Context: an optimization exercise on an open-source flow, tuned for small area, a short achievable clock period and few clock cycles per item. The choices shown serve that exercise and are no tape-out recipe.
The RTL was checked by simulation tests, not by an equivalence proof against the original design.
Power and IR drop assume default switching activity.

build 20:
==> flow/design.v <==
module md5(
    input clk,
    input reset,
    input [0:8*8-1] input_num,
    input input_valid,
    output [0:128-1] output_hash,
    output output_valid
);
localparam [31:0] H0 = 32'h67452301;
localparam [31:0] H1 = 32'hefcdab89;
localparam [31:0] H2 = 32'h98badcfe;
localparam [31:0] H3 = 32'h10325476;
reg idle;        
reg rnd;         
reg fin;         
reg done;        
reg [6:0] i;     
reg [31:0] b, c, d, x;
reg [31:0] w0, w1;   
wire [31:0] in_w0 = {input_num[24:31], input_num[16:23], input_num[8:15], input_num[0:7]};
wire [31:0] in_w1 = {input_num[56:63], input_num[48:55], input_num[40:47], input_num[32:39]};
always @(posedge clk) begin
    if (reset) begin
        idle <= 1'b1;
        rnd <= 1'b0;
        fin <= 1'b0;
        done <= 1'b0;
    end else begin
        if (idle && input_valid) begin
            idle <= 1'b0;
            rnd <= 1'b1;
        end
        if (rnd && i[5:0] == 6'd63) begin
            rnd <= 1'b0;
            fin <= 1'b1;
        end
        if (fin && i[1:0] == 2'd2) begin
            fin <= 1'b0;
            done <= 1'b1;
        end
    end
end
wire step = rnd || fin;
wire [6:0] i_next = idle ? 7'd0 : i + 7'd1;
always @(posedge clk) begin
    if (idle || step)
        i <= i_next;
end
reg [3:0] fs, rc, rf;
reg [3:0] fs_n, rc_n, rf_n;
always @(*) begin
    fs_n = 4'd0;
    fs_n[i_next[5:4]] = 1'b1;
    rc_n = 4'd0;
    rc_n[i_next[1:0]] = 1'b1;
    rf_n = 4'd0;
    case ({i_next[5:4], i_next[1:0]})
        4'd0, 4'd1, 4'd2: rf_n[3] = 1'b1;
        4'd3: rf_n[2] = 1'b1;
        4'd4: rf_n[1] = 1'b1;
        4'd5, 4'd6, 4'd7: rf_n[0] = 1'b1;
        4'd8: rf_n[0] = 1'b1;
        4'd9, 4'd10: rf_n[2] = 1'b1;
        4'd11: rf_n[3] = 1'b1;
        4'd12: rf_n[2] = 1'b1;
        default: rf_n[1] = 1'b1;
    endcase
end
always @(posedge clk) begin
    if (idle || step) begin
        fs <= fs_n;
        rc <= rc_n;
        rf <= rf_n;
    end
end
reg [31:0] knext;
always @(*) begin
    case (i)
        7'd0: knext = 32'he8c7b756;
        7'd1: knext = 32'h2420715b;
        7'd2: knext = 32'hc1bdceee;
        7'd3: knext = 32'hf57c0faf;
        7'd4: knext = 32'h4787c62a;
        7'd5: knext = 32'ha8304613;
        7'd6: knext = 32'hfd469501;
        7'd7: knext = 32'h698098d8;
        7'd8: knext = 32'h8b44f7af;
        7'd9: knext = 32'hffff5bb1;
        7'd10: knext = 32'h895cd7be;
        7'd11: knext = 32'h6b901122;
        7'd12: knext = 32'hfd987193;
        7'd13: knext = 32'ha67943ce;
        7'd14: knext = 32'h49b40821;
        7'd15: knext = 32'hf61e2562;
        7'd16: knext = 32'hc040b340;
        7'd17: knext = 32'h265e5a51;
        7'd18: knext = 32'he9b6c7aa;
        7'd19: knext = 32'hd62f105d;
        7'd20: knext = 32'h02441453;
        7'd21: knext = 32'hd8a1e681;
        7'd22: knext = 32'he7d3fbc8;
        7'd23: knext = 32'h21e1cde6;
        7'd24: knext = 32'hc3370816;
        7'd25: knext = 32'hf4d50d87;
        7'd26: knext = 32'h455a14ed;
        7'd27: knext = 32'ha9e3e905;
        7'd28: knext = 32'hfcefa478;
        7'd29: knext = 32'h676f02d9;
        7'd30: knext = 32'h8d2a4c8a;
        7'd31: knext = 32'hfffa3942;
        7'd32: knext = 32'h8771f681;
        7'd33: knext = 32'h6d9d6122;
        7'd34: knext = 32'hfde5384c;
        7'd35: knext = 32'ha4beea44;
        7'd36: knext = 32'h4bdecfa9;
        7'd37: knext = 32'hf6bb4b60;
        7'd38: knext = 32'hbebfbc70;
        7'd39: knext = 32'h289b7ec6;
        7'd40: knext = 32'heaa127fa;
        7'd41: knext = 32'hd4ef3085;
        7'd42: knext = 32'h04881d05;
        7'd43: knext = 32'hd9d4d039;
        7'd44: knext = 32'he6db99e5;
        7'd45: knext = 32'h1fa27cf8;
        7'd46: knext = 32'hc4ac56e5;
        7'd47: knext = 32'hf4292244;
        7'd48: knext = 32'h432aff97;
        7'd49: knext = 32'hab9423e7;
        7'd50: knext = 32'hfc93a039;
        7'd51: knext = 32'h655b59c3;
        7'd52: knext = 32'h8f0ccc92;
        7'd53: knext = 32'hffeff47d;
        7'd54: knext = 32'h85845dd1;
        7'd55: knext = 32'h6fa87e4f;
        7'd56: knext = 32'hfe2ce6e0;
        7'd57: knext = 32'ha3014314;
        7'd58: knext = 32'h4e0811a1;
        7'd59: knext = 32'hf7537e82;
        7'd60: knext = 32'hbd3af235;
        7'd61: knext = 32'h2ad7d33b;
        7'd62: knext = 32'heb86d391;
        7'd63: knext = 32'h67452301;
        7'd64: knext = 32'h10325476;
        7'd65: knext = 32'h98badcfe;
        7'd66: knext = 32'hefcdab89;
        default: knext = 32'h0;
    endcase
end
wire sel_w0 = i == 7'd18 || i == 7'd40 || i == 7'd47;
wire sel_w1 = i == 7'd0 || i == 7'd15 || i == 7'd35 || i == 7'd54;
wire [31:0] wnext = ({32{sel_w0}} & w0) | ({32{sel_w1}} & w1);
wire [31:0] x_a = idle ? H0 : d;
wire [31:0] x_k = idle ? 32'hd76aa478 : knext;
wire [31:0] x_m = idle ? in_w0 : wnext;
wire [31:0] x_next = x_a + x_k + x_m;
wire [31:0] f = ({32{fs[0]}} & ((b & c) | (~b & d)))
              | ({32{fs[1]}} & ((d & b) | (~d & c)))
              | ({32{fs[2]}} & (b ^ c ^ d))
              | ({32{fs[3]}} & (c ^ (b | ~d)));
wire [31:0] t = f + x;
wire [31:0] t1 = ({32{rc[0]}} & {t[27:0], t[31:28]})
               | ({32{rc[1]}} & {t[22:0], t[31:23]})
               | ({32{rc[2]}} & {t[17:0], t[31:18]})
               | ({32{rc[3]}} & {t[11:0], t[31:12]});
wire [31:0] t2 = ({32{rf[0]}} & t1)
               | ({32{rf[1]}} & {t1[30:0], t1[31]})
               | ({32{rf[2]}} & {t1[29:0], t1[31:30]})
               | ({32{rf[3]}} & {t1[28:0], t1[31:29]});
wire [31:0] b_next = b + t2;
always @(posedge clk) begin
    if (rnd)
        b <= b_next;
    else if (fin)
        b <= x;
    else if (idle)
        b <= H1;
end
always @(posedge clk) begin
    if (idle) begin
        c <= H2;
        d <= H3;
        w0 <= in_w0;
        w1 <= in_w1;
    end else if (step) begin
        c <= b;
        d <= c;
    end
end
always @(posedge clk) begin
    if (idle || step)
        x <= x_next;
end
assign output_valid = done;
assign output_hash = {d[7:0], d[15:8], d[23:16], d[31:24],
                      x[7:0], x[15:8], x[23:16], x[31:24],
                      b[7:0], b[15:8], b[23:16], b[31:24],
                      c[7:0], c[15:8], c[23:16], c[31:24]};
endmodule
clock: 10.0 ns
lec_check: 0
abc_area: 1
cap_margin: 20
core_margin: 2
core_utilization: 40
place_density: 0.6
setup_slack_margin: 4.5
slew_margin: 20
standard.sh (not shown) runs the stock make flow with config.mk's settings and CLKGATE_MAP_FILE= SYNTH_SCRIPT=/design/flow/synth_recipe.tcl, a recipe that flattens the netlist after the stock synthesis.
==> flow/flow/run.sh <==
#!/bin/bash
set -euo pipefail
export BUFFER_PORTS_ARGS="-buffer_cell sky130_fd_sc_hd__buf_1"
bash standard.sh > standard.log 2>&1
Build 20 did not stop at any stage, and its layout met the timing, DRC and antenna checks.
Testbench counts of build 20, summed over its fixed seeds: cycles 26,872, hashes 384.
Setup changes, build 20 to build 16
Settings: ABC_AREA removed (was 1); SETUP_SLACK_MARGIN changed from 4.5 to 4.
==> flow/run.sh (new file) <==
#!/bin/bash
# synth_recipe.tcl (not shown) runs the flow's synth.tcl, then flattens the netlist and writes it again
# the make line also repeats each setting of config.mk as NAME=value (left out here)
make -C /OpenROAD-flow-scripts/flow DESIGN_CONFIG=/design/flow/config.mk WORK_HOME=/design/flow/orfs CLKGATE_MAP_FILE= SYNTH_SCRIPT=/design/flow/synth_recipe.tcl finish
removed: flow/flow/run.sh
removed: flow/standard.sh
[summary]
In the reports for build 20 and build 16, the smaller area after synthesis belongs to build 16.
Taking build 20 as the reference, in build 16 tap cell instance count moved down; final net count decreased by 16% relative to the old numbers.
Utilization build 20 -> build 16: up
| post-DP HPWL | higher: build 20 |
The slack of the worst reg-to-reg path in build 16 sits 1.53 ns below the value recorded for build 20.
Re switching share of total power: build 20 and build 16 aren't equal, and the lower value belongs to build 16.
[compare] base=build 20 new=build 16: final estimated routing congestion in global placement up 1.2%, sum of routed wire length over all layers down 9.3%.
For build 84, these inputs were changed with respect to build 16:
Settings: clearing SETUP_SLACK_MARGIN, which used to be 4.
==> notes.md <==
- In build 84, the quantity of gates resized following cts came out 160 below the value in build 16.
- A cell at the slowest stage of the critical path of edfxtp_1 is what build 16 shows, while nor2_2 belongs to build 84.
- Multi-input logic portion of the cell area: build 16 and build 84 compared, lower one is build 16
- Delta(net load switching power, build 84 - build 16) < 0
- The higher actual slew at the worst max-slew pin came out of build 16.
- Build 84 has sum of routed wire length over all layers below what build 16 had.
#### Input delta (build 59 over build 84)
Settings: SETUP_SLACK_MARGIN now 4.5, previously not set; ABC_AREA now 1, previously not set.
[summary]
- In the tables for build 84 and build 59, portion of total power attributed to the clock network reads lower with build 59.
- Routability congestion estimate from global placement: build 59 > build 84
- Summary of build 59 over build 84: worst slack at placement went up by 2.20 ns, finished layout cell area shows an increase of about 13%, worst setup slack shows an increase of 3.33 ns, routed via count rose 15%, number of distinct standard cells referenced by the synthesized netlist has decreased.
- Of the two values seen for cell at the slowest stage of the critical path, nor2_1 was produced by build 59 and nor2_2 by build 84.
- Summary — total standard cell area after synthesis, build 59 relative to build 84: higher, by 2.8%.
- Of build 84 and build 59, build 59 shows the higher slew at the pin closest to its max-slew limit, with build 84 below it.
- Build 59 vs. build 84: number of buffers added by the clock tree synthesis step now sits higher; met2 track demand over resource in global routing increased by 2.0 points relative to the old numbers.

port drivers added, routing unchanged:
No port has a modelled driver above. Below, the same layouts with a new extraction and two added sets of constraints.
Step 1: set_driving_cell puts a clkbuf_16 on clk and a buf_2 on each other input, an assumption about the parent block.
Step 2 times the ports against the registers' clock, not the clock port: input delays grow and output delays shrink by t, the midpoint of the rising clock arrivals with the driver on.
Slacks: ideal ports / drivers / drivers and shift; pairs: ideal ports / drivers.
run | shift t [ns] | setup slack, ns | worst setup path after step 2 | latest minus earliest clock arrival (ns)
build 20 | 0.639 | 4.609 / 4.609 / 4.609 | register to register | 0.026 / 0.025
build 16 | 0.637 | 3.079 / 3.079 / 3.079 | register to register | 0.014 / 0.013
build 84 | 0.622 | 1.297 / 1.297 / 1.297 | register to register | 0.024 / 0.024
build 59 | 0.657 | 4.625 / 4.625 / 4.504 | input to register | 0.021 / 0.020
After both steps setup and hold are still met in every run listed. The setup slack of build 59, which loses most, moves by 0.000 ns with the drivers and by -0.121 ns with both steps.
